Context: an optimization exercise on an open-source flow, tuned for small area. The choices shown serve that exercise and are no tape-out recipe.
In this exercise RTL edits were held to simulation tests only and were not proved equivalent to the original.
Power and IR drop assume default switching activity.

## axi_servo_ctl
module axi_servo_ctl #
   (
    parameter integer C_AXI_DATA_WIDTH  = 32,
    parameter integer C_CLK_FREQ_HZ     = 100000000,
    parameter integer C_AXI_ADDR_WIDTH  = 32,
    parameter integer C_NUM_SERVOS      = 8,
    parameter integer C_PERIOD_US       = 20000,
    parameter integer C_DUTY_MIN_US     = 500,
    parameter integer C_DUTY_MAX_US     = 1800
)  (
    output wire [7:0]                     servo_ctl,
    input wire                            s_axi_aclk,
    input wire                            s_axi_aresetn,
    input wire [C_AXI_ADDR_WIDTH-1:0]     s_axi_awaddr,
    input wire [2:0]                      s_axi_awprot,
    input wire                            s_axi_awvalid,
    output wire                           s_axi_awready,
    input wire [C_AXI_DATA_WIDTH-1:0]     s_axi_wdata,
    input wire                            s_axi_wvalid,
    output wire                           s_axi_wready,
    output wire [1:0]                     s_axi_bresp,
    output reg                            s_axi_bvalid,
    input wire                            s_axi_bready,
    input wire [C_AXI_ADDR_WIDTH-1:0]     s_axi_araddr,
    input wire [2:0]                      s_axi_arprot,
    input wire                            s_axi_arvalid,
    output reg                            s_axi_arready,
    output reg [C_AXI_DATA_WIDTH-1:0]     s_axi_rdata,
    output wire [1:0]                     s_axi_rresp,
    output reg                            s_axi_rvalid,
    input wire                            s_axi_rready
    );
For scale: about 2600 cells after synthesis, about 31000 um^2 of cells after synthesis.
Settings: LEC_CHECK=0, CAP_MARGIN=0, CORE_MARGIN=2, CORE_UTILIZATION=60, SLEW_MARGIN=0; clock period 10.0 ns.
standard.sh (not shown) runs the stock make flow with config.mk's settings and CLKGATE_MAP_FILE= SYNTH_SCRIPT=/design/flow/synth_recipe.tcl, a recipe that flattens the netlist after the stock synthesis.
==> flow/flow/run.sh <==
#!/bin/bash
# Layout flow: the standard ORFS flow (standard.sh) with these changes:
#  1. synthesis is the standard flow's (synth_recipe.tcl), except that ABC uses an area-oriented script
#     (flow/synth_area.tcl, flow/area.abc); registers are mapped before ABC, so they are the
#     standard synthesis's. Then the combinational gates are mapped again by ABC with the same
#     script (flow/reopt.tcl); the flip-flops are untouched. The re-mapped netlist is used only
#     if a SAT proof (flow/equiv.ys) shows it equal to the synthesized one with the flip-flops
#     cut into ports;
#  2. port buffers of the smallest buffer cell (buf_1);
#  3. a clock tree of clkbuf_8 leaf clusters without balancing dummy loads.
# Each tool writes its full output to a log in this folder (orfs/logs/... for ORFS steps).
set -euo pipefail
HERE=$PWD
FL=$HERE/flow
R=$HERE/orfs/results/$FLOW_PLATFORM/axi_servo_ctl/base
LIB=$FLOW_HOME/platforms/$FLOW_PLATFORM/lib/sky130_fd_sc_hd__tt_025C_1v80.lib
YOSYS=$(command -v yosys || echo "$FLOW_HOME/../tools/install/yosys/bin/yosys")

sed -e "s|@AREA_ABC@|$FL/area.abc|" -e "s|@FLOW_SYNTH@|$HERE/synth_recipe.tcl|" \
  "$FL/synth_area.tcl" > synth_area_run.tcl
if ! bash standard.sh "SYNTH_SCRIPT=$HERE/synth_area_run.tcl" synth > synth_make.log 2>&1; then
  echo "area synthesis failed; running the standard synthesis" > synth_fallback.txt
  rm -rf orfs
  bash standard.sh synth > synth_std_make.log 2>&1
fi

cp "$R/1_2_yosys.v" std_1_2_yosys.v
python3 "$FL/genmodels.py" "$LIB" cells.v > genmodels.log 2>&1
DONT_USE=$(make -s -C "$FLOW_HOME" DESIGN_CONFIG="$HERE/config.mk" print-DONT_USE_CELLS 2>/dev/null | sed 's/^DONT_USE_CELLS: //')
if LIBFILE="$LIB" CELLS_V=cells.v IN_V=std_1_2_yosys.v TOP="$FLOW_TOP" DONT_USE="$DONT_USE" \
     ABC_SCRIPT="$FL/area.abc" OUT_V=reopt.v "$YOSYS" -c "$FL/reopt.tcl" > reopt.log 2>&1 &&
   python3 "$FL/cutff.py" std_1_2_yosys.v std_cut.v > cutff.log 2>&1 &&
   python3 "$FL/cutff.py" reopt.v reopt_cut.v >> cutff.log 2>&1 &&
   "$YOSYS" "$FL/equiv.ys" > equiv.log 2>&1 &&
   grep -q "SAT proof finished - no model found: SUCCESS" equiv.log; then
  echo "using the re-mapped netlist" > reopt_used.txt
  cp reopt.v "$R/1_2_yosys.v"
  touch "$R/1_2_yosys.v"
else
  echo "re-mapping failed or was not proven; keeping the standard netlist" > reopt_used.txt
fi

bash standard.sh \
  "BUFFER_PORTS_ARGS=-buffer_cell sky130_fd_sc_hd__buf_1" \
  "CTS_ARGS=-sink_clustering_enable -repair_clock_nets -dont_use_dummy_load -buf_list sky130_fd_sc_hd__clkbuf_16 -sink_clustering_size 30 -sink_clustering_max_diameter 70" \
  finish > flow_make.log 2>&1
==> flow/flow/area.abc <==
&get -n
&st
&dch
&nf -R 1000
&put
&get -n
&st
&dch
&nf -R 1000
&put
&get -n
&st
&dch
&nf -R 1000
&put
&get -n
&st
&dch
&nf -R 1000
&put
&get -n
&st
&dch
&nf -R 1000
&put
&get -n
&st
&dch
&nf -R 1000
&put
Other scripts of this flow, unchanged in this note and not shown: flow/flow/cutff.py, flow/flow/equiv.ys, flow/flow/genmodels.py, flow/flow/reopt.tcl, flow/flow/synth_area.tcl
Change:
--- a/flow/flow/run.sh
+++ b/flow/flow/run.sh
@@ -44,3 +44,3 @@
   "BUFFER_PORTS_ARGS=-buffer_cell sky130_fd_sc_hd__buf_1" \
-  "CTS_ARGS=-sink_clustering_enable -repair_clock_nets -dont_use_dummy_load -buf_list sky130_fd_sc_hd__clkbuf_16 -sink_clustering_size 30 -sink_clustering_max_diameter 70" \
+  "CTS_ARGS=-sink_clustering_enable -repair_clock_nets -dont_use_dummy_load -buf_list sky130_fd_sc_hd__clkbuf_8 -sink_clustering_size 18 -sink_clustering_max_diameter 55" \
   finish > flow_make.log 2>&1
==> flow/flow/area.abc (replaced) <==
&get -n
&st
&syn4
&dch
&nf -R 1000
&put
&get -n
&st
&dch
&nf -R 1000
&put
&get -n
&st
&dch
&nf -R 1000
&put
After rerunning: Final cell count climbs by 1.2%; wire length climbs by 0.61%; power drops by 3.7%; sequential cell count does not change; hold slack gains 0.017 ns; via count climbs by 1.9%.
Change:
==> flow/flow/area.abc (replaced) <==
&get -n
&st
&dch
&nf -R 1000
&put
&get -n
&st
&dch
&nf -R 1000
&put
&get -n
&st
&dch
&nf -R 1000
&put
&get -n
&st
&dch
&nf -R 1000
&put
&get -n
&st
&dch
&nf -R 1000
&put
&get -n
&st
&dch
&nf -R 1000
&put
Effect:
- The new run completed with no timing, DRC or antenna violations
- final area barely changes
- register-to-register slack is better by 0.65 ns
- core utilization drops by 0.11 points
- clock power hardly moves
- sequential cell count is unchanged
- setup slack is better by 0.44 ns
- first-iteration DRC count drops by about 14%

Another version of the RTL of axi_servo_ctl (not shown whole).
Size in the first run: ~2500 cells after synthesis, ~900 flip-flops, ~160 I/O pins, roughly 36000 sq um of cells after synthesis.
Settings: LEC_CHECK=0, CAP_MARGIN=0, CORE_MARGIN=2, CORE_UTILIZATION=60, CTS_BUF_LIST=sky130_fd_sc_hd__clkbuf_16, CTS_CLUSTER_DIAMETER=90, CTS_CLUSTER_SIZE=30, SLEW_MARGIN=0; clock period 10.0 ns.
run.sh (not shown) runs the stock make flow with config.mk's settings and CLKGATE_MAP_FILE= SYNTH_SCRIPT=/design/flow/synth_recipe.tcl, a recipe that flattens the netlist after the stock synthesis.
Stock flow here: none of the scripts above is used.
The first run completed without violations.
Edit:
Settings changed: CTS_BUF_LIST sky130_fd_sc_hd__clkbuf_16 to sky130_fd_sc_hd__clkbuf_8, CTS_CLUSTER_DIAMETER 90 to unset, CTS_CLUSTER_SIZE 30 to unset.
Effect: Final cell count came out higher by 6.1%; design area came out higher by 4.0%; total power came out higher by 16%.
Edit:
Settings changed: CTS_BUF_LIST sky130_fd_sc_hd__clkbuf_8 to sky130_fd_sc_hd__clkbuf_16, CTS_CLUSTER_DIAMETER set to 80, CTS_CLUSTER_SIZE set to 26.
Outcome: Cell count falls by 5.4%. Sequential power hardly moves. Flip-flop and latch count does not change. Worst setup slack gets worse by 200 ps. Die area stays the same. Area after synthesis does not change. Non-clock buffer count stays the same. Wire length falls by 2.5%.
Edit:
Settings changed: CTS_BUF_LIST sky130_fd_sc_hd__clkbuf_16 to sky130_fd_sc_hd__clkbuf_4, CTS_CLUSTER_DIAMETER 80 to unset, CTS_CLUSTER_SIZE 26 to unset.
Result:
- non-clock buffer count stays the same
- final area goes up by a few percent
- cell count goes up by roughly a tenth
- clock power goes up by well over a third
Edit:
==> flow/flow/run.sh (new file) <==
#!/bin/bash
# Layout flow: the standard ORFS flow (standard.sh), with
#  - port buffers of the smallest buffer cell (buf_1) instead of the default choice,
#  - a clock tree of clkbuf_8 leaf clusters without balancing dummy loads.
# Everything else, synthesis included, is the standard flow. Full tool output goes to
# logs under this folder (orfs/logs/...) and the make output to flow_make.log.
set -euo pipefail
bash standard.sh \
  "BUFFER_PORTS_ARGS=-buffer_cell sky130_fd_sc_hd__buf_1" \
  "CTS_ARGS=-sink_clustering_enable -repair_clock_nets -dont_use_dummy_load -buf_list sky130_fd_sc_hd__clkbuf_8 -sink_clustering_size 16 -sink_clustering_max_diameter 50" \
  finish > flow_make.log 2>&1
==> flow/standard.sh (new file) <==
#!/bin/bash
# synth_recipe.tcl (not shown) runs the flow's synth.tcl, then flattens the netlist and writes it again
# the make line also repeats each setting of config.mk as NAME=value (left out here)
make -C /OpenROAD-flow-scripts/flow DESIGN_CONFIG=/design/flow/config.mk WORK_HOME=/design/flow/orfs CLKGATE_MAP_FILE= SYNTH_SCRIPT=/design/flow/synth_recipe.tcl "${@:-finish}"
Settings changed: CTS_BUF_LIST sky130_fd_sc_hd__clkbuf_4 to unset.
removed: flow/run.sh
What happened: The new run finished clean. Synthesized cell count stays the same. Hold slack gets worse by 15 ps. Worst setup slack gets worse by 97 ps.

Another version of the RTL of axi_servo_ctl (not shown whole).
Size in the first run: roughly 160 I/O pins, ~34000 um2 of cells after synthesis.
==> flow/config.mk <==
export PLATFORM = sky130hd
export DESIGN_NAME = axi_servo_ctl
export DESIGN_NICKNAME = axi_servo_ctl
export VERILOG_FILES = /design/flow/design.v
export SDC_FILE = /design/flow/constraint.sdc
export NUM_CORES = 4
export LEC_CHECK = 0
export CAP_MARGIN = 0
export CORE_MARGIN = 2
export CORE_UTILIZATION = 60
export SLEW_MARGIN = 0
==> flow/constraint.sdc <==
create_clock -name core_clock -period 10.0 [get_ports {s_axi_aclk}]
set_input_delay 2.0000 -clock core_clock [delete_from_list [all_inputs] [get_ports {s_axi_aclk}]]
set_output_delay 2.0000 -clock core_clock [all_outputs]
set_load 0.01 [all_outputs]
standard.sh (not shown) runs the stock make flow with config.mk's settings and CLKGATE_MAP_FILE= SYNTH_SCRIPT=/design/flow/synth_recipe.tcl, a recipe that flattens the netlist after the stock synthesis.
==> flow/flow/run.sh <==
#!/bin/bash
# Layout flow: the standard ORFS flow (standard.sh) with three changes:
#  1. after the standard synthesis, the combinational gates are mapped again by ABC with an
#     area-oriented script (flow/reopt.tcl, flow/area.abc); the flip-flops are untouched. The
#     new netlist is used only if a SAT proof (flow/equiv.ys) shows it equal to the standard
#     one with the flip-flops cut into ports; otherwise the standard netlist is kept;
#  2. port buffers of the smallest buffer cell (buf_1);
#  3. a clock tree of clkbuf_8 leaf clusters without balancing dummy loads.
# Each tool writes its full output to a log in this folder (orfs/logs/... for ORFS steps).
set -euo pipefail
HERE=$PWD
FL=$HERE/flow
R=$HERE/orfs/results/$FLOW_PLATFORM/axi_servo_ctl/base
LIB=$FLOW_HOME/platforms/$FLOW_PLATFORM/lib/sky130_fd_sc_hd__tt_025C_1v80.lib
YOSYS=$(command -v yosys || echo "$FLOW_HOME/../tools/install/yosys/bin/yosys")

bash standard.sh synth > synth_make.log 2>&1

cp "$R/1_2_yosys.v" std_1_2_yosys.v
python3 "$FL/genmodels.py" "$LIB" cells.v > genmodels.log 2>&1
DONT_USE=$(make -s -C "$FLOW_HOME" DESIGN_CONFIG="$HERE/config.mk" print-DONT_USE_CELLS 2>/dev/null | sed 's/^DONT_USE_CELLS: //')
if LIBFILE="$LIB" CELLS_V=cells.v IN_V=std_1_2_yosys.v TOP="$FLOW_TOP" DONT_USE="$DONT_USE" \
     ABC_SCRIPT="$FL/area.abc" OUT_V=reopt.v "$YOSYS" -c "$FL/reopt.tcl" > reopt.log 2>&1 &&
   python3 "$FL/cutff.py" std_1_2_yosys.v std_cut.v > cutff.log 2>&1 &&
   python3 "$FL/cutff.py" reopt.v reopt_cut.v >> cutff.log 2>&1 &&
   "$YOSYS" "$FL/equiv.ys" > equiv.log 2>&1 &&
   grep -q "SAT proof finished - no model found: SUCCESS" equiv.log; then
  echo "using the re-mapped netlist" > reopt_used.txt
  cp reopt.v "$R/1_2_yosys.v"
  touch "$R/1_2_yosys.v"
else
  echo "re-mapping failed or was not proven; keeping the standard netlist" > reopt_used.txt
fi

bash standard.sh \
  "BUFFER_PORTS_ARGS=-buffer_cell sky130_fd_sc_hd__buf_1" \
  "CTS_ARGS=-sink_clustering_enable -repair_clock_nets -dont_use_dummy_load -buf_list sky130_fd_sc_hd__clkbuf_8 -sink_clustering_size 20 -sink_clustering_max_diameter 60" \
  finish > flow_make.log 2>&1
Other scripts of this flow, unchanged in this note and not shown: flow/flow/area.abc, flow/flow/cutff.py, flow/flow/equiv.ys, flow/flow/genmodels.py, flow/flow/reopt.tcl
Edit:
--- a/flow/flow/run.sh
+++ b/flow/flow/run.sh
@@ -2,5 +2,7 @@
-# Layout flow: the standard ORFS flow (standard.sh) with three changes:
-#  1. after the standard synthesis, the combinational gates are mapped again by ABC with an
-#     area-oriented script (flow/reopt.tcl, flow/area.abc); the flip-flops are untouched. The
-#     new netlist is used only if a SAT proof (flow/equiv.ys) shows it equal to the standard
-#     one with the flip-flops cut into ports; otherwise the standard netlist is kept;
+# Layout flow: the standard ORFS flow (standard.sh) with these changes:
+#  1. synthesis is the standard flow's (synth_recipe.tcl), except that ABC uses an area-oriented script
+#     (flow/synth_area.tcl, flow/area.abc); registers are mapped before ABC, so they are the
+#     standard synthesis's. Then the combinational gates are mapped again by ABC with the same
+#     script (flow/reopt.tcl); the flip-flops are untouched. The re-mapped netlist is used only
+#     if a SAT proof (flow/equiv.ys) shows it equal to the synthesized one with the flip-flops
+#     cut into ports;
@@ -17 +19,7 @@
-bash standard.sh synth > synth_make.log 2>&1
+sed -e "s|@AREA_ABC@|$FL/area.abc|" -e "s|@FLOW_SYNTH@|$HERE/synth_recipe.tcl|" \
+  "$FL/synth_area.tcl" > synth_area_run.tcl
+if ! bash standard.sh "SYNTH_SCRIPT=$HERE/synth_area_run.tcl" synth > synth_make.log 2>&1; then
+  echo "area synthesis failed; running the standard synthesis" > synth_fallback.txt
+  rm -rf orfs
+  bash standard.sh synth > synth_std_make.log 2>&1
+fi
@@ -37 +45 @@
-  "CTS_ARGS=-sink_clustering_enable -repair_clock_nets -dont_use_dummy_load -buf_list sky130_fd_sc_hd__clkbuf_8 -sink_clustering_size 20 -sink_clustering_max_diameter 60" \
+  "CTS_ARGS=-sink_clustering_enable -repair_clock_nets -dont_use_dummy_load -buf_list sky130_fd_sc_hd__clkbuf_8 -sink_clustering_size 18 -sink_clustering_max_diameter 55" \
==> flow/flow/synth_area.tcl (new file) <==
# The standard flow's synthesis script (synth_recipe.tcl: ORFS synthesis without the fsm and share passes,
# then flattened and renamed), with one change: ABC maps the combinational logic with the
# area-oriented script @AREA_ABC@ (run.sh fills in the paths) instead of ORFS's speed script. Registers are mapped
# before ABC runs, so they are the same as in the standard synthesis.
proc abc {args} {
  set i [lsearch $args -script]
  if { $i >= 0 } {
    set args [lreplace $args $i [expr {$i + 1}] -script {@AREA_ABC@}]
  }
  yosys abc {*}$args
}
source {@FLOW_SYNTH@}
The changed run finished with timing, DRC and antenna clean. First-iteration DRC count rises by about 8%. Wire length rises by about 1%. Cell area falls by about 3.5%. Via count falls by about 7%. Utilization rises by 0.53 points. Flip-flop and latch count is unchanged.
Edit:
--- a/flow/flow/run.sh
+++ b/flow/flow/run.sh
@@ -2,7 +2,5 @@
-# Layout flow: the standard ORFS flow (standard.sh) with these changes:
-#  1. synthesis is the standard flow's (synth_recipe.tcl), except that ABC uses an area-oriented script
-#     (flow/synth_area.tcl, flow/area.abc); registers are mapped before ABC, so they are the
-#     standard synthesis's. Then the combinational gates are mapped again by ABC with the same
-#     script (flow/reopt.tcl); the flip-flops are untouched. The re-mapped netlist is used only
-#     if a SAT proof (flow/equiv.ys) shows it equal to the synthesized one with the flip-flops
-#     cut into ports;
+# Layout flow: the standard ORFS flow (standard.sh) with three changes:
+#  1. after the standard synthesis, the combinational gates are mapped again by ABC with an
+#     area-oriented script (flow/reopt.tcl, flow/area.abc); the flip-flops are untouched. The
+#     new netlist is used only if a SAT proof (flow/equiv.ys) shows it equal to the standard
+#     one with the flip-flops cut into ports; otherwise the standard netlist is kept;
@@ -19,7 +17 @@
-sed -e "s|@AREA_ABC@|$FL/area.abc|" -e "s|@FLOW_SYNTH@|$HERE/synth_recipe.tcl|" \
-  "$FL/synth_area.tcl" > synth_area_run.tcl
-if ! bash standard.sh "SYNTH_SCRIPT=$HERE/synth_area_run.tcl" synth > synth_make.log 2>&1; then
-  echo "area synthesis failed; running the standard synthesis" > synth_fallback.txt
-  rm -rf orfs
-  bash standard.sh synth > synth_std_make.log 2>&1
-fi
+bash standard.sh synth > synth_make.log 2>&1
@@ -45 +37 @@
-  "CTS_ARGS=-sink_clustering_enable -repair_clock_nets -dont_use_dummy_load -buf_list sky130_fd_sc_hd__clkbuf_8 -sink_clustering_size 18 -sink_clustering_max_diameter 55" \
+  "CTS_ARGS=-sink_clustering_enable -repair_clock_nets -dont_use_dummy_load -buf_list sky130_fd_sc_hd__clkbuf_8 -sink_clustering_size 16 -sink_clustering_max_diameter 50" \
removed: flow/flow/synth_area.tcl
The new run produced a clean layout; via count is higher by 8.1%; register-to-register slack is about the same; design area is higher by 4.4%; global-route usage is lower by 0.63 points; first-iteration DRC count is lower by 4.1%; routed wire length is lower by 0.58%; sequential power hardly moves.
Edit:
--- a/flow/flow/run.sh
+++ b/flow/flow/run.sh
@@ -37 +37 @@
-  "CTS_ARGS=-sink_clustering_enable -repair_clock_nets -dont_use_dummy_load -buf_list sky130_fd_sc_hd__clkbuf_8 -sink_clustering_size 16 -sink_clustering_max_diameter 50" \
+  "CTS_ARGS=-sink_clustering_enable -repair_clock_nets -dont_use_dummy_load -buf_list sky130_fd_sc_hd__clkbuf_16 -sink_clustering_size 26 -sink_clustering_max_diameter 80" \
=> Count of clock-buffer cells in the layout came out lower by 35. Sequential share of layout area hardly moves. Sequential cell count does not change. Clock skew falls by 0.0061 ns. Cell area barely changes. Setup slack improves by 0.034 ns. Combinational power hardly moves. Worst hold slack gets better by 0.031 ns.
Edit:
--- a/flow/flow/run.sh
+++ b/flow/flow/run.sh
@@ -2,5 +2,7 @@
-# Layout flow: the standard ORFS flow (standard.sh) with three changes:
-#  1. after the standard synthesis, the combinational gates are mapped again by ABC with an
-#     area-oriented script (flow/reopt.tcl, flow/area.abc); the flip-flops are untouched. The
-#     new netlist is used only if a SAT proof (flow/equiv.ys) shows it equal to the standard
-#     one with the flip-flops cut into ports; otherwise the standard netlist is kept;
+# Layout flow: the standard ORFS flow (standard.sh) with these changes:
+#  1. synthesis is the standard flow's (synth_recipe.tcl), except that ABC uses an area-oriented script
+#     (flow/synth_area.tcl, flow/area.abc); registers are mapped before ABC, so they are the
+#     standard synthesis's. Then the combinational gates are mapped again by ABC with the same
+#     script (flow/reopt.tcl); the flip-flops are untouched. The re-mapped netlist is used only
+#     if a SAT proof (flow/equiv.ys) shows it equal to the synthesized one with the flip-flops
+#     cut into ports;
@@ -17 +19,7 @@
-bash standard.sh synth > synth_make.log 2>&1
+sed -e "s|@AREA_ABC@|$FL/area.abc|" -e "s|@FLOW_SYNTH@|$HERE/synth_recipe.tcl|" \
+  "$FL/synth_area.tcl" > synth_area_run.tcl
+if ! bash standard.sh "SYNTH_SCRIPT=$HERE/synth_area_run.tcl" synth > synth_make.log 2>&1; then
+  echo "area synthesis failed; running the standard synthesis" > synth_fallback.txt
+  rm -rf orfs
+  bash standard.sh synth > synth_std_make.log 2>&1
+fi
@@ -37 +45 @@
-  "CTS_ARGS=-sink_clustering_enable -repair_clock_nets -dont_use_dummy_load -buf_list sky130_fd_sc_hd__clkbuf_16 -sink_clustering_size 26 -sink_clustering_max_diameter 80" \
+  "CTS_ARGS=-sink_clustering_enable -repair_clock_nets -dont_use_dummy_load -buf_list sky130_fd_sc_hd__clkbuf_8 -sink_clustering_size 16 -sink_clustering_max_diameter 50" \
==> flow/flow/synth_area.tcl (new file) <==
# The standard flow's synthesis script (synth_recipe.tcl: ORFS synthesis without the fsm and share passes,
# then flattened and renamed), with one change: ABC maps the combinational logic with the
# area-oriented script @AREA_ABC@ (run.sh fills in the paths) instead of ORFS's speed script. Registers are mapped
# before ABC runs, so they are the same as in the standard synthesis.
proc abc {args} {
  set i [lsearch $args -script]
  if { $i >= 0 } {
    set args [lreplace $args $i [expr {$i + 1}] -script {@AREA_ABC@}]
  }
  yosys abc {*}$args
}
source {@FLOW_SYNTH@}
The changed run finished with timing, DRC and antenna clean.
Cell area went down by about 3.4%.
Total power barely changes.
Core utilization increases by 0.54 points.
Synthesized cell count fell by about 17%.
Sequential share of layout area goes up by 2.1 points.
Sequential cell count does not change.

re-timing with driven ports:
The results above use ideal ports. As a check the final layouts listed here were re-extracted and re-timed, cells and wires unchanged.
Step 1 (the two cells are an assumption about what drives the block):
set clk [get_ports {s_axi_aclk}]
set_driving_cell -lib_cell sky130_fd_sc_hd__clkbuf_16 $clk
set_driving_cell -lib_cell sky130_fd_sc_hd__buf_2 [delete_from_list [all_inputs] $clk]
Step 2 adds t to the input delays and takes it off the output delays; t is the mean of the earliest and latest rising clock arrival at the registers after step 1. Input paths then give back, and output paths get back, about the clock's delay inside the block.
Three values: ideal, step 1, step 2; two values: the first two.
run	t (ns)	setup slack, ns	worst register clock-pin slew, ns
the first run of note 1	0.655	4.785 / 4.826 / 4.170	0.11 / 0.11
the second run of note 1	0.751	4.362 / 4.400 / 3.649	0.11 / 0.11
the third run of note 1	0.753	4.806 / 4.847 / 4.094	0.11 / 0.11
the first run of note 2	0.663	5.199 / 5.235 / 4.573	0.11 / 0.11
the second run of note 2	0.851	5.437 / 5.472 / 4.621	0.07 / 0.07
the third run of note 2	0.669	5.233 / 5.271 / 4.602	0.10 / 0.10
the fourth run of note 2	1.118	5.663 / 5.697 / 4.579	0.08 / 0.08
the fifth run of note 2	0.738	5.566 / 5.600 / 4.862	0.10 / 0.10
the first run of note 3	0.760	5.142 / 5.178 / 4.418	0.13 / 0.13
the second run of note 3	0.767	5.018 / 4.991 / 4.224	0.11 / 0.11
the third run of note 3	0.720	5.050 / 5.082 / 4.362	0.10 / 0.10
the fourth run of note 3	0.653	5.084 / 5.123 / 4.470	0.10 / 0.10
the fifth run of note 3	0.725	5.019 / 4.997 / 4.272	0.10 / 0.10
After both steps setup and hold are still met in every run listed. For the fourth run of note 2, which loses most, drivers alone change the setup slack by +0.034 ns; drivers and shift together by -1.084 ns.
